Context: an optimization exercise on an open-source flow, tuned for small area and a short achievable clock period. The choices shown serve that exercise and are no tape-out recipe.
Function was not checked in any run shown here: the RTL went through the layout flow alone.
Power figures rest on the tool's default switching activity, not on a simulated workload.

==> flow/design.v, too long to show whole: its modules and the start of the top module <==
// module fa: 8 lines
// module fpu_mul: 1048 lines
// module add_cmp24: 254 lines
// module carry_pfx: 13 lines
module fpu_mul( input         CLK,
                input         RESET,
                input         EN,
                input  [31:0] A,
                input  [31:0] B,
                output [31:0] Z );
  // ...
==> flow/flow/run.sh <==
#!/bin/bash
# Layout flow: the standard flow (standard.sh, the ORFS make targets) with
#  - the port buffers that ORFS inserts on every input and output made with
#    sky130_fd_sc_hd__buf_1 (BUFFER_PORTS_ARGS) instead of the default choice.
# Synthesis, floorplan, placement, CTS and routing are otherwise unchanged.
# Each ORFS step writes its full log under orfs/logs/; make's own output goes
# to standard.log here.
set -euo pipefail
MARGIN=$(cat flow/margin.txt 2>/dev/null || echo 6)
BUF=$(cat flow/portbuf.txt 2>/dev/null || echo sky130_fd_sc_hd__buf_1)
sed -E "s/SETUP_SLACK_MARGIN=[0-9.+-]+/SETUP_SLACK_MARGIN=${MARGIN} 'BUFFER_PORTS_ARGS=-buffer_cell ${BUF}'/" standard.sh > standard_margin.sh
grep -q "SETUP_SLACK_MARGIN=${MARGIN} " standard_margin.sh
bash standard_margin.sh > standard.log 2>&1
==> flow/flow/margin.txt <==
6.0
==> flow/standard.sh <==
#!/bin/bash
# synth_recipe.tcl (not shown) runs the flow's synth.tcl, then flattens the netlist and writes it again
# the make line also repeats each setting of config.mk as NAME=value (left out here)
make -C /OpenROAD-flow-scripts/flow DESIGN_CONFIG=/design/flow/config.mk WORK_HOME=/design/flow/orfs CLKGATE_MAP_FILE= SYNTH_SCRIPT=/design/flow/synth_recipe.tcl "${@:-finish}"
==> flow/config.mk <==
export PLATFORM = sky130hd
export DESIGN_NAME = fpu_mul
export DESIGN_NICKNAME = fpu_mul
export VERILOG_FILES = /design/flow/design.v
export SDC_FILE = /design/flow/constraint.sdc
export NUM_CORES = 4
export LEC_CHECK = 0
export ABC_AREA = 1
export CAP_MARGIN = 20
export CORE_MARGIN = 2
export CORE_UTILIZATION = 40
export SETUP_SLACK_MARGIN = 5
export SLEW_MARGIN = 20
export SYNTH_HIERARCHICAL = 1
==> flow/constraint.sdc <==
create_clock -name core_clock -period 10.0 [get_ports {CLK}]
set_input_delay 2.0000 -clock core_clock [delete_from_list [all_inputs] [get_ports {CLK}]]
set_output_delay 2.0000 -clock core_clock [all_outputs]
set_load 0.01 [all_outputs]
==> qor.csv, run 1 <==
metric,value,unit
buffers,221,
track_usage,23.7,%
final_cell_count_no_fill,2884,
seq_share,19.4,%
use_met3,6.04,%
cap_violations,0,
vias,16100,
die_x,226,um
dp.cells,2733,
drc_errors,0,
cp.required,10.36,ns
p_seq_share,14.8,%
clockRootBuffer,clkbuf_16,
wl_met3,6610,um
drt_iter0_drc,1885,
comb_power_share,77.2,%
io_buffers,98,
ir_drop,184,uV
critPathSlowestCell,fa_1,
final_common_cell,xor2_1,
wirelength_met1,25200,um
start_kind,flip-flop,
bufAreaShareNonClock,6.20,%
dr_wl_met2,26600,um
synthTopCellsByArea,"fa_1 (27%), xor2_1 (13%), dfxtp_1 (12%)",
outcome,finished clean,
setup_tns,0,ns
design.seq.count,182,
p_sw_share,50.6,%
crit_type,flip-flop to flip-flop,
synth_xor_xnor_area_share,13.9,%
slowest_delay,0.59,ns
gr-max-usage-layer,met2,
clkPwrFrac,8.0,%
synth_most_common_cell,xor2_1,
synth_fa_ha_area_share,33.8,%
gp_congestion,0.909,
==> run 2, diff against run 1 <==
--- a/flow/design.v
+++ b/flow/design.v
@@ -28,21 +28,24 @@
 reg [22:0] ma;
 reg [11:0] one, two, neg;
 always_ff @(posedge CLK)
   if (RESET) begin
     zero_r <= 1'b1; sign_r <= 1'b0;
   end else if (EN) begin
     zero_r <= zero_in; sign_r <= A[31] ^ B[31];
   end
-always_ff @(posedge CLK)
-  if (EN) begin
-    ma <= A[22:0]; esum_r <= esum_in;
-    one <= one_in; two <= two_in; neg <= neg_in;
+always_ff @(posedge CLK) begin
+  if (EN) esum_r <= esum_in;
+  if (RESET) begin
+    ma <= 23'd0; one <= 12'd0; two <= 12'd0; neg <= 12'd0;
+  end else if (EN) begin
+    ma <= A[22:0]; one <= one_in; two <= two_in; neg <= neg_in;
   end
+end
 wire [24:0] t0;
 wire [24:0] t1;
 wire [24:0] t2;
 wire [24:0] t3;
 wire [24:0] t4;
 wire [24:0] t5;
 wire [24:0] t6;
 wire [24:0] t7;
--- a/flow/config.mk
+++ b/flow/config.mk
@@ -7,8 +7,9 @@
 export LEC_CHECK = 0
 export ABC_AREA = 1
 export CAP_MARGIN = 20
 export CORE_MARGIN = 2
 export CORE_UTILIZATION = 40
 export SETUP_SLACK_MARGIN = 5
 export SLEW_MARGIN = 20
 export SYNTH_HIERARCHICAL = 1
+export TNS_END_PERCENT = 10
==> qor.csv, run 2 <==
metric,value,unit,change
yosys_register_bits,182,,unchanged
chipHeight,226,um,about the same
stdcell_area,21900,um2,"was 22,200 um2"
drc_errors,0,,unchanged
slew_headroom,27.6,%,was 34.4%
fin_skew,0.0219,ns,was 0.0197 ns
syn_area_per_cell,8.82,um2,was 9.42 um2
cp.required,10.36,ns,about the same
dpl.hpwl,43200,um,"was 40,900 um"
cts_max_path_buffers,2,,unchanged
critPathSlowestCell,fa_1,,unchanged
clock_sinks,182,,unchanged
syn2layout_area_growth,10.8,%,was 12.9%
synth_common_cells,"xor2_1 (299), o22ai_1 (274), fa_1 (264)",,unchanged
worstSkewPairLatency,0.50,ns,was 0.49 ns
fmax,249,MHz,was 253 MHz
io_buffers,98,,unchanged
row_count,81,,unchanged
ys.flop_type,dfxtp_1,,unchanged
crit_path_cell_trace,"inv_1, buf_4, o22ai_1, xor2_1, fa_1, fa_1, fa_1, fa_1, fa_1",,"was buf_4, clkinvlp_2, o22ai_1, xor2_1, ha_1, inv_1, fa_1, fa_1, fa_1, fa_1"
ir_drop,137,uV,was 184 uV
hold_viol,0,,unchanged
vias,17100,,"was 16,100"
antenna_found_initial,1,,was 0
cap_violations,0,,unchanged
yosysSeqAreaShare,18.9,%,was 21.9%
crit_buf_inv,2,,was 3
io_pins,99,,unchanged
rsz0062_at_grt,true,,unchanged
start_kind,flip-flop,,unchanged
routed_wl,64700,um,"was 61,500 um"
setup_viol,0,,unchanged
initial_utilization,40.5,%,was 40.3%
period_share,40.1,%,was 39.6%
final_common_cell,xor2_1,,unchanged
clockRootBuffer,clkbuf_16,,unchanged
die_x,226,um,about the same
grt_pass1_wl,98100,um,"was 91,600 um"
yosys.area.top_type,fa_1,,unchanged
synth_cells,2243,,"was 2,088"
detail-route-antenna-nets,0,,unchanged
crit_type,flip-flop to flip-flop,,unchanged
ys_types,44,,was 43
synth_most_common_cell,xor2_1,,unchanged
arrival,4.37,ns,was 4.32 ns
setup_tns,0,ns,unchanged
synthesis.area,19800,um2,"was 19,700 um2"
gr-total-overflow,0,,unchanged
hold_class,flip-flop to flip-flop,,unchanged
p_leak,10.2,nW,was 9.55 nW
gp_congestion,0.927,,was 0.909
nets,2743,,"was 2,647"
syn_nets,2683,,"was 2,528"
async_reset_ff_share,0,%,unchanged
clk_pin_slew_worst_paths,0.09,ns,was 0.08 ns
top_regs,"hA (32), hB (32)",,unchanged
outcome,finished clean,,unchanged
final_core_util,44.9,%,was 45.5%
crit_family,adder cells,,unchanged
wire_per_inst,21.7,um,was 21.3 um
cellPowerDensity,303,nW/um2,was 383 nW/um2
drv_slew,0,,unchanged
grt_start_max_net_pins,84,,was 70
crit_top_cell,fa_1,,unchanged
numCtsBuffers,17,,unchanged
diodes,0,,unchanged
tightest_slew,1.08,ns,was 0.983 ns
htree_levels,4,,unchanged
slowest_delay,0.65,ns,was 0.59 ns
cts_tree,built,,unchanged
first_global_vias,16800,,"was 15,900"
endpoint_kind,flip-flop,,unchanged
track_usage,25.3,%,was 23.7%
drt_iter0_drc,1829,,"was 1,885"
synthTopCellsByArea,"fa_1 (27%), dfxtp_1 (18%), xor2_1 (13%)",,"was fa_1 (27%), xor2_1 (13%), dfxtp_1 (12%)"
drt-vias-per-instance,5.72,,was 5.59
r2r_slack,5.99,ns,was 6.04 ns
synth-edff-count,9,,was 67
yosysWarnings,7,,unchanged
cp_max_fo,17,,was 10
first_pass_iters,8,,was 7
placed_area,20600,um2,"was 20,500 um2"
synth_top_area_share,26.7,%,was 26.9%
drive_gt1_share,11.0,%,was 12.3%
core,48800,um2,"was 48,700 um2"
whs,0.425,ns,was 0.430 ns
die_area,51200,um2,"was 50,900 um2"
min_period,4.01,ns,was 3.96 ns
final_cell_mix,"xor2_1 (299), o22ai_1 (274), fa_1 (263)",,"was xor2_1 (297), o22ai_1 (273), fa_1 (263)"
-- run 2: cell types whose count changed after synthesis, moves of 13 or more --
cell	before	now
nand2_1	218	240
o21ai_0	72	108
a21oi_1	47	98
dfxtp_1	115	173
nor2_1	114	101
clkbuf_1	96	127
edfxtp_1	67	9
nand3_1	27	42
-- run 2: routing by layer --
metal | share of wire [%] | global-route usage (%) | up-vias | wire (um)
met4 | 5.6 | 13.5 | 2 | 3600
met3 | 11 | 6.49 | 223 | 6850
met5 | 0.020 | 0 | - | 13
met1 | 41 | 33.9 | 8209 | 26200
met2 | 43 | 37.4 | 1023 | 28000
li1 | - | - | 7594 | -
-- run 2: stage by stage --
stage          setup slack, ns  cells  power [W]
2_1_floorplan             6.22   2243    0.00465
5_1_grt                   5.86   2980    0.00736
6_report                  5.99   2980    0.00664
4_1_cts                   5.93   2934    0.00652
3_3_place_gp              5.55   2869    0.00564
3_5_place_dp              5.52   2869    0.00575
-- run 2: repair_timing --
item	4_1_cts	5_1_grt
buffers inserted	20	38
cloned	13	8
hold buffers	0	0
pin swaps	0	3
setup endpoints to repair	40	40
gates resized for setup	31	42
-- run 2: report_power, final --
group / internal [W] / switching [W] / leakage, nW / total (W)
clock network: 0.000346 / 0.000355 / 0.298 / 0.000701
registers: 0.00105 / 0.000111 / 1.54 / 0.00116
logic: 0.00191 / 0.00287 / 8.37 / 0.00478
total: 0.00330 / 0.00334 / 10.2 / 0.00664
-- run 2: Yosys stat by module (local to each module, per instance) --
module,cells inside,area (um2),flip-flops and latches,times used
add_cmp24,276,1670,0,1
fa,1,20.0,0,256
carry_pfx,26,108,0,1
fpu_mul,1685,12900,182,1
-- run 2: layout make-up --
type	count	area, um2
Multi-Input combinational cell	1672	14600
Sequential cell	182	3760
Clock buffer	18	439
Timing Repair inverter	20	133
Tap cell	664	831
Timing Repair Buffer	184	1050
Inverter	226	953
Fill cell	4857	26900
Clock inverter	14	170
-- run 2: worst paths after layout --
path | from | end | depth (start not counted)
setup / recovery | ma[21] | hB[31] | 9
hold / removal | sign2 | zs_r | 2
setup reg to reg | ma[21] | hB[31] | 9
hold reg to reg | sign2 | zs_r | 2
-- run 2: worst register-to-register path, stage by stage, from the launching register on --
cell and delay (ns):
dfxtp_1 0.52, inv_1 0.28, buf_4 0.30, o22ai_1 0.21, xor2_1 0.12, fa_1 0.65, fa_1 0.45, fa_1 0.40
fa_1 0.53, fa_1 0.42
-- run 2: kinds of logic (layout without fill, tap and decap cells) --
kind of cell / after synthesis / in the layout / share of synthesized area [%]
adder cells (fa/ha/maj): 373 / 373 / 33.6
multiplexers: 1 / 1 / 0.0569
AND/OR/NAND/NOR: 473 / 474 / 10.9
flip-flops: 182 / 182 / 18.9
XOR/XNOR: 313 / 313 / 13.9
buffers and inverters: 390 / 462 / 7.52
AO/OA/AOI/OAI: 511 / 511 / 15.2
==> run 3, diff against run 2 <==
==> flow/flow/margin.txt (replaced) <==
6.4
==> qor.csv, run 3 <==
metric,value,unit,change
hold_buffers,0,,unchanged
dp_slack,5.46,ns,was 5.52 ns
nets,2786,,"was 2,743"
fin_skew,0.0163,ns,was 0.0219 ns
antenna_found_initial,0,,was 1
hold_class,flip-flop to flip-flop,,unchanged
yosys.area_share.simple,10.9,%,unchanged
synthesis.area,19800,um2,unchanged
first_global_vias,17400,,"was 16,800"
ys_types,44,,unchanged
cap_violations,0,,unchanged
vias,17400,,"was 17,100"
placed_area,20500,um2,"was 20,600 um2"
drc_errors,0,,unchanged
yosysWarnings,7,,unchanged
die_area,51200,um2,unchanged
crit_type,flip-flop to flip-flop,,unchanged
slew_headroom,28.4,%,was 27.6%
synthTopCellsByArea,"fa_1 (27%), dfxtp_1 (18%), xor2_1 (13%)",,unchanged
row_count,81,,unchanged
first_pass_iters,5,,was 8
cellPowerDensity,298,nW/um2,was 303 nW/um2
numCtsBuffers,17,,unchanged
min_period,3.85,ns,was 4.01 ns
fill_cells,4718,,"was 4,857"
synth_xor_xnor_area_share,13.9,%,unchanged
fmax,259,MHz,was 249 MHz
clk_pin_slew_worst_paths,0.08,ns,was 0.09 ns
cp_max_fo,8,,was 17
endpoint_kind,flip-flop,,unchanged
clock_sinks,182,,unchanged
syn2layout_area_growth,14.7,%,was 10.8%
dpl.hpwl,43100,um,"was 43,200 um"
hold_viol,0,,unchanged
ir_drop,225,uV,was 137 uV
drv_slew,0,,unchanged
clockRootBuffer,clkbuf_16,,unchanged
final_cell_mix,"xor2_1 (293), o22ai_1 (266), fa_1 (246)",,"was xor2_1 (299), o22ai_1 (274), fa_1 (263)"
final_common_cell,xor2_1,,unchanged
routed_wl,67500,um,"was 64,700 um"
stdcell_area,22700,um2,"was 21,900 um2"
top_regs,"hA (32), hB (32)",,unchanged
synth_most_common_cell,xor2_1,,unchanged
synth_cells,2243,,unchanged
layout_setup_ws,6.15,ns,was 5.99 ns
r2r_slack,6.15,ns,was 5.99 ns
worstReg2RegStart,one[3],,was ma[21]
tightest_slew,1.07,ns,was 1.08 ns
whs,0.416,ns,was 0.425 ns
crit_start,one[3],,was ma[21]
outcome,finished clean,,unchanged
period_share,38.5,%,was 40.1%
dp.cells,2865,,"was 2,869"
cts_tree,built,,unchanged
setup_viol,0,,unchanged
io_buffers,98,,unchanged
synth_fa_ha_area_share,33.6,%,unchanged
rsz0062_at_grt,true,,unchanged
final_cell_count_no_fill,3023,,"was 2,980"
synth-edff-count,9,,unchanged
syn_area_per_cell,8.82,um2,unchanged
detail-route-antenna-nets,0,,unchanged
track_usage,26.8,%,was 25.3%
muxShareOfSynthArea,0.0569,%,unchanged
synth-compound-area-share,15.2,%,unchanged
start_kind,flip-flop,,unchanged
arrival,4.23,ns,was 4.37 ns
cts_max_path_buffers,2,,unchanged
core,48800,um2,unchanged
diodes,0,,unchanged
drt_iter0_drc,2122,,"was 1,829"
grt_start_max_net_pins,84,,unchanged
yosysSeqAreaShare,18.9,%,unchanged
syn_nets,2683,,unchanged
ys.flop_type,dfxtp_1,,unchanged
drive_gt1_share,15.3,%,was 11.0%
yosys_register_bits,182,,unchanged
synth_common_cells,"xor2_1 (299), o22ai_1 (274), fa_1 (264)",,unchanged
yosys.area.top_type,fa_1,,unchanged
synth_top_area_share,26.7,%,unchanged
synth_top_family_by_area,adder cells,,unchanged
die_x,226,um,unchanged
initial_utilization,40.5,%,unchanged
gr-total-overflow,0,,unchanged
grt_pass1_wl,103000,um,"was 98,100 um"
chipHeight,226,um,unchanged
cp.required,10.37,ns,was 10.36 ns
worstSkewPairLatency,0.50,ns,about the same
io_pins,99,,unchanged
drt-vias-per-instance,5.75,,was 5.72
async_reset_ff_share,0,%,unchanged
htree_levels,4,,unchanged
p_leak,10.5,nW,was 10.2 nW
hp-start,sign2,,unchanged
wire_per_inst,22.3,um,was 21.7 um
gp_congestion,0.910,,was 0.927
setup_tns,0,ns,unchanged
## run 3: cell counts after synthesis
No cell type changed its count.
## run 3: path summary, 6_finish.rpt
path            end  cells past startpoint
max          hB[22]                     10
min            zs_r                      2
max reg2reg  hB[22]                     10
min reg2reg    zs_r                      2
## run 3: what timing repair did
action | CTS | global route
setup buffers | 85 | 13
resized for setup | 159 | 55
setup endpoints to repair | 106 | 90
pin swaps | 7 | 11
cloned | 26 | 2
## run 3: area by class of cell
| type | instances | area, um2 | area share (%) |
|---|---|---|---|
| clock buffer | 19 | 453 | 2.00 |
| multi-input combinational | 1672 | 14700 | 64.9 |
| tap | 664 | 831 | 3.66 |
| timing repair buffer | 221 | 1490 | 6.54 |
| clock inverter | 13 | 149 | 0.656 |
| inverter | 226 | 1010 | 4.47 |
| sequential | 182 | 3850 | 17.0 |
| timing repair inverter | 26 | 173 | 0.761 |
## run 3: power breakdown
part	leakage (nW)	internal [W]	switching [W]	total, W
clock network	0.297	0.000349	0.000352	0.000701
registers	1.56	0.00105	0.000111	0.00116
logic	8.63	0.00198	0.00293	0.00491
## run 3: kinds of logic after synthesis
logic type                 Yosys count
muxes                                1
buffers and inverters              390
adders and majority gates          373
DFF                                182
and+or+nand+nor                    473
xor gates and xnor gates           313
AOI/OAI and AO/OA                  511
## run 3: metrics by stage
step | power [W] | util (%)
3_3_place_gp | 0.00563 | 42.0
6_report | 0.00677 | 46.5
4_1_cts | 0.00674 | 45.8
2_1_floorplan | 0.00465 | -
5_1_grt | 0.00755 | 46.5
3_5_place_dp | 0.00574 | 42.0
## run 3: routing by layer
layer	GRT usage, %	routed length [um]
met1	34.8	26800
met2	39.0	28600
met3	9.07	7990
met4	15.2	4020
met5	0	0
## run 3: modules after synthesis, one instance, submodules excluded
module	flops+latches	cell area (um2)
add_cmp24	0	1670
carry_pfx	0	108
fa	0	20.0
fpu_mul	182	12900
## run 3: critical path: stages, from the launching register on
cell and delay (ns):
dfxtp_4 0.40, clkinvlp_4 0.20, buf_4 0.19, buf_6 0.14, o21ai_1 0.16, xor2_1 0.31
fa_1 0.46, fa_1 0.50, fa_1 0.40, fa_1 0.54, fa_1 0.41
==> run 4, diff against run 3 <==
==> flow/flow/margin.txt (replaced) <==
6.2
==> qor.csv, run 4 <==
metric,value,unit,change
track_usage,25.9,%,was 26.8%
diodes,0,,unchanged
async_reset_ff_share,0,%,unchanged
die_x,226,um,unchanged
p_seq_share,17.1,%,about the same
cts_max_path_buffers,2,,unchanged
power.internal,0.00336,W,was 0.00338 W
io_pins,99,,unchanged
yosysSeqAreaShare,18.9,%,unchanged
synthTopCellsByArea,"fa_1 (27%), dfxtp_1 (18%), xor2_1 (13%)",,unchanged
synth_common_cells,"xor2_1 (299), o22ai_1 (274), fa_1 (264)",,unchanged
reg2reg_depth,9,,was 10
setup_viol,0,,unchanged
synth-edff-count,9,,unchanged
finalPower,0.00674,W,was 0.00677 W
first_pass_iters,5,,unchanged
slew_headroom,29.8,%,was 28.4%
drt-vias-per-instance,5.74,,was 5.75
fin_skew,0.0174,ns,was 0.0163 ns
r2r_slack,6.19,ns,was 6.15 ns
initial_utilization,40.5,%,unchanged
row_count,81,,unchanged
io_buffers,98,,unchanged
top_regs,"hA (32), hB (32)",,unchanged
drv_slew,0,,unchanged
critPathSlowestCell,fa_1,,unchanged
cellPowerDensity,301,nW/um2,was 298 nW/um2
final_cell_mix,"xor2_1 (291), o22ai_1 (265), fa_1 (259)",,"was xor2_1 (293), o22ai_1 (266), fa_1 (246)"
syn_nets,2683,,unchanged
clockRootBuffer,clkbuf_16,,unchanged
chipHeight,226,um,unchanged
gr-total-overflow,0,,unchanged
crit_path_cell_trace,"clkinvlp_4, buf_4, o21ai_0, xor2_1, fa_1, fa_1, fa_1, fa_1, fa_1",,"was clkinvlp_4, buf_4, buf_6, o21ai_1, xor2_1, fa_1, fa_1, fa_1, fa_1, fa_1"
regArea,3830,um2,was 3850 um2
die_area,51200,um2,unchanged
hold_buffers,0,,unchanged
hold_viol,0,,unchanged
outcome,finished clean,,unchanged
fill_cells,4809,,"was 4,718"
detail-route-antenna-nets,0,,unchanged
slowest_delay,0.52,ns,was 0.54 ns
synth_cells,2243,,unchanged
drc_errors,0,,unchanged
vias,17200,,"was 17,400"
syn2layout_area_growth,13.4,%,was 14.7%
yosysWarnings,7,,unchanged
comb_power_share,72.5,%,was 72.6%
gp_congestion,0.927,,was 0.910
fmax,262,MHz,was 259 MHz
ir_drop,200,uV,was 225 uV
p_leak,10.4,nW,was 10.5 nW
worstReg2RegStart,one[2],,was one[3]
clk_pin_slew_worst_paths,0.09,ns,was 0.08 ns
clkPwrFrac,10.4,%,about the same
worstSkewPairLatency,0.49,ns,was 0.50 ns
p_sw_share,50.1,%,about the same
rsz0062_at_grt,true,,unchanged
hp-start,sign2,,unchanged
cap_violations,0,,unchanged
grt_pass1_wl,100000,um,"was 103,000 um"
synth_most_common_cell,xor2_1,,unchanged
final_common_cell,xor2_1,,unchanged
antenna_found_initial,2,,was 0
cp_max_fo,7,,was 8
numCtsBuffers,17,,unchanged
period_share,38.1,%,was 38.5%
holdPathEnd,zs_r,,unchanged
r2r-end,hB[23],,was hB[22]
drive_gt1_share,13.5,%,was 15.3%
power.switching,0.00338,W,was 0.00339 W
htree_levels,4,,unchanged
clock_sinks,182,,unchanged
holdPathStages,2,,unchanged
crit_type,flip-flop to flip-flop,,unchanged
wire_per_inst,21.8,um,was 22.3 um
ys.flop_type,dfxtp_1,,unchanged
arrival,4.17,ns,was 4.23 ns
endpoint_kind,flip-flop,,unchanged
setup_tns,0,ns,unchanged
cp.required,10.36,ns,was 10.37 ns
grt_start_max_net_pins,84,,unchanged
min_period,3.81,ns,was 3.85 ns
core,48800,um2,unchanged
synthesis.area,19800,um2,unchanged
start_kind,flip-flop,,unchanged
drt_iter0_drc,1767,,"was 2,122"
crit_top_cell,fa_1,,unchanged
nets,2756,,"was 2,786"
multi_input_area,14700,um2,about the same
dpl.hpwl,43200,um,"was 43,100 um"
yosys_register_bits,182,,unchanged
yosys.area.top_type,fa_1,,unchanged
cts_tree,built,,unchanged
routed_wl,65300,um,"was 67,500 um"
ys_types,44,,unchanged
syn_area_per_cell,8.82,um2,unchanged
hold_class,flip-flop to flip-flop,,unchanged
first_global_vias,17300,,"was 17,400"
synth_top_area_share,26.7,%,unchanged
tightest_slew,1.05,ns,was 1.07 ns
-- run 4: worst max-delay path by stage --
stage | startpoint | endpoint | slack [ns] | cells past startpoint
3_3_place_gp | ma[11] | cl2 | 5.55 | 12
6_report | one[2] | hB[23] | 6.19 | 9
2_1_floorplan | neg[1] | cl2 | 6.22 | 12
4_1_cts | ma[9] | cl2 | 6.14 | 13
5_1_grt | one[2] | hB[23] | 6.13 | 9
3_5_place_dp | ma[11] | cl2 | 5.52 | 12
-- run 4: critical path, delay by kind of cell (launching register included) --
kind,cells,cell delay [ns]
buf+inv,2,0.41
flops,1,0.43
fa+ha+maj,5,2.40
compound gates,1,0.21
xor+xnor,1,0.24
-- run 4: final cells by class --
type	instances	share of cell area, %
Sequential cell	182	17.1
Clock inverter	14	0.759
Multi-Input combinational cell	1672	65.7
Clock buffer	18	1.96
Timing Repair inverter	19	0.591
Tap cell	664	3.70
Inverter	226	4.50
Timing Repair Buffer	198	5.72
-- run 4: through the flow --
stage | std cells | instance area [um2] | util, % | hold WS [ns] | setup WS [ns]
floorplan | 2243 | 19800 | - | 0.388 | 6.22
global placement | 2869 | 20600 | 42.1 | 0.410 | 5.55
detailed placement | 2869 | 20600 | 42.1 | 0.414 | 5.52
CTS | 2967 | 21900 | 44.7 | 0.431 | 6.14
global route | 2993 | 22400 | 45.9 | 0.457 | 6.13
finish | 2993 | 22400 | 45.9 | 0.427 | 6.19
-- run 4: per-module statistics from Yosys, one instance, submodules excluded --
| module | copies in the design | cells inside | flops+latches |
|---|---|---|---|
| fpu_mul | 1 | 1685 | 182 |
| add_cmp24 | 1 | 276 | 0 |
| carry_pfx | 1 | 26 | 0 |
| fa | 256 | 1 | 0 |
-- run 4: power groups by stage --
stage / Clock (W) / Combinational, W / Sequential (W)
detailed placement: 0 / 0.00459 / 0.00116
global route: 0.000746 / 0.00555 / 0.00118
floorplan: 0 / 0.00352 / 0.00113
global placement: 0 / 0.00448 / 0.00116
finish: 0.000698 / 0.00489 / 0.00116
CTS: 0.000716 / 0.00473 / 0.00116
-- run 4: what timing repair did --
item | 4_1_cts | 5_1_grt
gates resized for setup | 86 | 87
setup buffers | 46 | 24
cloned | 20 | 2
setup endpoints to repair | 89 | 61
pin swaps | 3 | 6
-- run 4: kinds of logic after synthesis --
kind of cell,after synthesis,share of synthesized area [%]
AO/OA/AOI/OAI,511,15.2
AND/OR/NAND/NOR,473,10.9
buffers and inverters,390,7.52
adder cells (fa/ha/maj),373,33.6
XOR/XNOR,313,13.9
flip-flops,182,18.9
multiplexers,1,0.0569
-- run 4: metal layers --
layer | share of wire, % | up-vias | GRT usage, %
met5 | 0.075 | - | 0
met1 | 40 | 8167 | 33.9
met3 | 11 | 267 | 7.23
li1 | - | 7626 | -
met4 | 6.2 | 4 | 15.0
met2 | 42 | 1112 | 38.3
==> run 5, diff against run 4 <==
==> flow/flow/margin.txt (replaced) <==
6.3
--- a/flow/config.mk
+++ b/flow/config.mk
@@ -9,5 +9,5 @@
 export CAP_MARGIN = 20
 export CORE_MARGIN = 2
-export CORE_UTILIZATION = 40
+export CORE_UTILIZATION = 55
 export SETUP_SLACK_MARGIN = 5
 export SLEW_MARGIN = 20
==> qor.csv, run 5 <==
metric,value,unit,change
rsz0062_at_grt,true,,unchanged
synth_cells,2243,,unchanged
hold_buffers,0,,unchanged
drt-vias-per-instance,6.17,,was 5.74
finalPower,0.00681,W,was 0.00674 W
synth_most_common_cell,xor2_1,,unchanged
nets,2763,,"was 2,756"
clock_sinks,182,,unchanged
htree_levels,4,,unchanged
gr-total-overflow,0,,unchanged
gp_congestion,0.977,,was 0.927
core,35500,um2,"was 48,800 um2"
drive_gt1_share,15.0,%,was 13.5%
dpl.hpwl,42300,um,"was 43,200 um"
top_regs,"hA (32), hB (32)",,unchanged
synthesis.area,19800,um2,unchanged
yosysWarnings,7,,unchanged
row_count,69,,was 81
antenna_found_initial,2,,unchanged
min_period,3.74,ns,was 3.81 ns
synth-edff-count,9,,unchanged
start_kind,flip-flop,,unchanged
cellPowerDensity,304,nW/um2,was 301 nW/um2
arrival,4.08,ns,was 4.17 ns
cp_max_fo,8,,was 7
die_x,194,um,was 226 um
cp.required,10.33,ns,was 10.36 ns
slew_headroom,31.6,%,was 29.8%
synth_top_area_share,26.7,%,unchanged
io_pins,99,,unchanged
detail-route-antenna-nets,0,,unchanged
tightest_slew,1.02,ns,was 1.05 ns
cts_max_path_buffers,2,,unchanged
routed_wl,64000,um,"was 65,300 um"
ys_types,44,,unchanged
ys.flop_type,dfxtp_1,,unchanged
chipHeight,194,um,was 226 um
fmax,267,MHz,was 262 MHz
setup_viol,0,,unchanged
first_global_vias,17000,,"was 17,300"
cts_tree,built,,unchanged
period_share,37.4,%,was 38.1%
io_buffers,98,,unchanged
final_common_cell,xor2_1,,unchanged
reg2reg_depth,9,,unchanged
vias,17300,,"was 17,200"
initial_utilization,55.7,%,was 40.5%
cap_violations,0,,unchanged
drv_slew,0,,unchanged
crit_type,flip-flop to flip-flop,,unchanged
final_cell_mix,"xor2_1 (288), o22ai_1 (257), fa_1 (250)",,"was xor2_1 (291), o22ai_1 (265), fa_1 (259)"
first_pass_iters,7,,was 5
drc_errors,0,,unchanged
async_reset_ff_share,0,%,unchanged
fill_cells,3052,,"was 4,809"
clockRootBuffer,clkbuf_16,,unchanged
syn2layout_area_growth,13.3,%,was 13.4%
hp-start,sign2,,unchanged
endpoint_kind,flip-flop,,unchanged
hold_class,flip-flop to flip-flop,,unchanged
yosysSeqAreaShare,18.9,%,unchanged
hold_viol,0,,unchanged
numCtsBuffers,17,,unchanged
wire_per_inst,22.9,um,was 21.8 um
dp_slack,5.54,ns,was 5.52 ns
yosys_register_bits,182,,unchanged
worstSkewPairLatency,0.47,ns,was 0.49 ns
drt_iter0_drc,1897,,"was 1,767"
p_leak,10.4,nW,about the same
synth_common_cells,"xor2_1 (299), o22ai_1 (274), fa_1 (264)",,unchanged
grt_start_max_net_pins,58,,was 84
track_usage,33.8,%,was 25.9%
syn_area_per_cell,8.82,um2,unchanged
die_area,37500,um2,"was 51,200 um2"
layout_setup_ws,6.26,ns,was 6.19 ns
syn_nets,2683,,unchanged
synthTopCellsByArea,"fa_1 (27%), dfxtp_1 (18%), xor2_1 (13%)",,unchanged
holdPathStages,2,,unchanged
crit_start,one[2],,unchanged
ir_drop,370,uV,was 200 uV
worstReg2RegStart,one[2],,unchanged
grt_pass1_wl,98200,um,"was 100,000 um"
clk_pin_slew_worst_paths,0.08,ns,was 0.09 ns
fin_skew,0.0190,ns,was 0.0174 ns
outcome,finished clean,,unchanged
yosys.area.top_type,fa_1,,unchanged
setup_tns,0,ns,unchanged
-- run 5: cell counts after synthesis --
Identical to the previous run, type by type.
-- run 5: worst max-delay path: stages (launching register included) --
cell	delay (ns)
dfxtp_4	0.43
clkinvlp_4	0.16
buf_4	0.22
o21ai_0	0.20
xor2_1	0.22
fa_1	0.51
fa_1	0.51
fa_1	0.41
fa_1	0.53
fa_1	0.43
-- run 5: layer usage --
metal | vias up | part of all wire, % | track usage (%)
li1 | 7636 | - | -
met2 | 1138 | 42 | 50.0
met4 | 2 | 6.3 | 17.3
met5 | - | 0.020 | 0
met1 | 8225 | 40 | 46.1
met3 | 256 | 12 | 8.51
-- run 5: per-module statistics from Yosys (local to each module, per instance) --
module | flip-flops and latches | area, um2
add_cmp24 | 0 | 1670
carry_pfx | 0 | 108
fpu_mul | 182 | 12900
fa | 0 | 20.0
-- run 5: cell type report --
| cell class | instances | area (um2) | share of cell area [%] |
|---|---|---|---|
| clock inverters | 14 | 168 | 0.748 |
| repair inverters | 23 | 153 | 0.681 |
| repair buffers | 202 | 1350 | 6.03 |
| multi-input cells | 1671 | 14900 | 66.3 |
| well taps | 461 | 577 | 2.57 |
| diodes | 1 | 2.50 | 0.0112 |
| clock buffers | 18 | 439 | 1.96 |
| flip-flops and latches | 182 | 3850 | 17.2 |
| inverters | 226 | 1010 | 4.53 |
-- run 5: power by group --
| group | switching, W | internal (W) | total [W] | leakage (nW) |
|---|---|---|---|---|
| logic | 0.00294 | 0.00202 | 0.00496 | 8.57 |
| registers | 0.000106 | 0.00104 | 0.00115 | 1.56 |
| clock network | 0.000358 | 0.000345 | 0.000703 | 0.296 |
| total | 0.00340 | 0.00341 | 0.00681 | 10.4 |
-- run 5: through the flow --
step	hold slack, ns	utilization (%)	instance area (um2)	cells
3_5_place_dp	0.418	57.2	20300	2668
6_report	0.434	63.1	22400	2798
3_3_place_gp	0.404	57.2	20300	2668
5_1_grt	0.452	63.1	22400	2797
2_1_floorplan	0.388	-	19800	2243
4_1_cts	0.434	61.2	21700	2769
-- run 5: path summary, 6_finish.rpt --
path / endpoint / slack [ns]
setup / recovery: hB[22] / 6.26
hold / removal: zs_r / 0.43
setup reg to reg: hB[22] / 6.26
hold reg to reg: zs_r / 0.43
-- run 5: what timing repair did --
action | 4_1_cts | 5_1_grt
endpoints found under the setup margin | 67 | 88
gates cloned | 19 | 5
buffers inserted | 50 | 23
endpoints found under the hold margin | 0 | 0
pin swaps | 3 | 19
gates resized for setup | 103 | 127
-- run 5: cells by family after synthesis --
| kind of cell | synth area share (%) |
|---|---|
| AOI/OAI and AO/OA | 15.2 |
| DFF | 18.9 |
| muxes | 0.0569 |
| xor gates and xnor gates | 13.9 |
| adders and majority gates | 33.6 |
| and+or+nand+nor | 10.9 |
| buffers and inverters | 7.52 |

## what the ideal ports hide
In the flow no input, the clock included, has a driving cell. The finished layouts below were timed again as built, in two steps.
Step 1 (the two cells are an assumption about what drives the block):
set clk [get_ports {CLK}]
set_driving_cell -lib_cell sky130_fd_sc_hd__clkbuf_16 $clk
set_driving_cell -lib_cell sky130_fd_sc_hd__buf_2 [delete_from_list [all_inputs] $clk]
Step 2 times the ports against the registers' clock, not the clock port: input delays grow and output delays shrink by t, the midpoint of the rising clock arrivals with the driver on.
Three values: no drivers, after step 1, after step 2; two values: the first two.
run	t (ns)	slack for setup (ns)	clock arrival spread, ns
run 1	0.537	6.040 / 6.040 / 6.040	0.020 / 0.020
run 2	0.547	5.991 / 5.991 / 5.991	0.022 / 0.022
run 3	0.547	6.146 / 6.146 / 5.882	0.016 / 0.016
run 4	0.541	6.185 / 6.185 / 6.162	0.017 / 0.018
run 5	0.516	6.256 / 6.227 / 6.083	0.019 / 0.019
After both steps setup and hold are still met in every run listed. The setup slack of run 3, which loses most, moves by 0.000 ns with the drivers and by -0.264 ns with both steps.
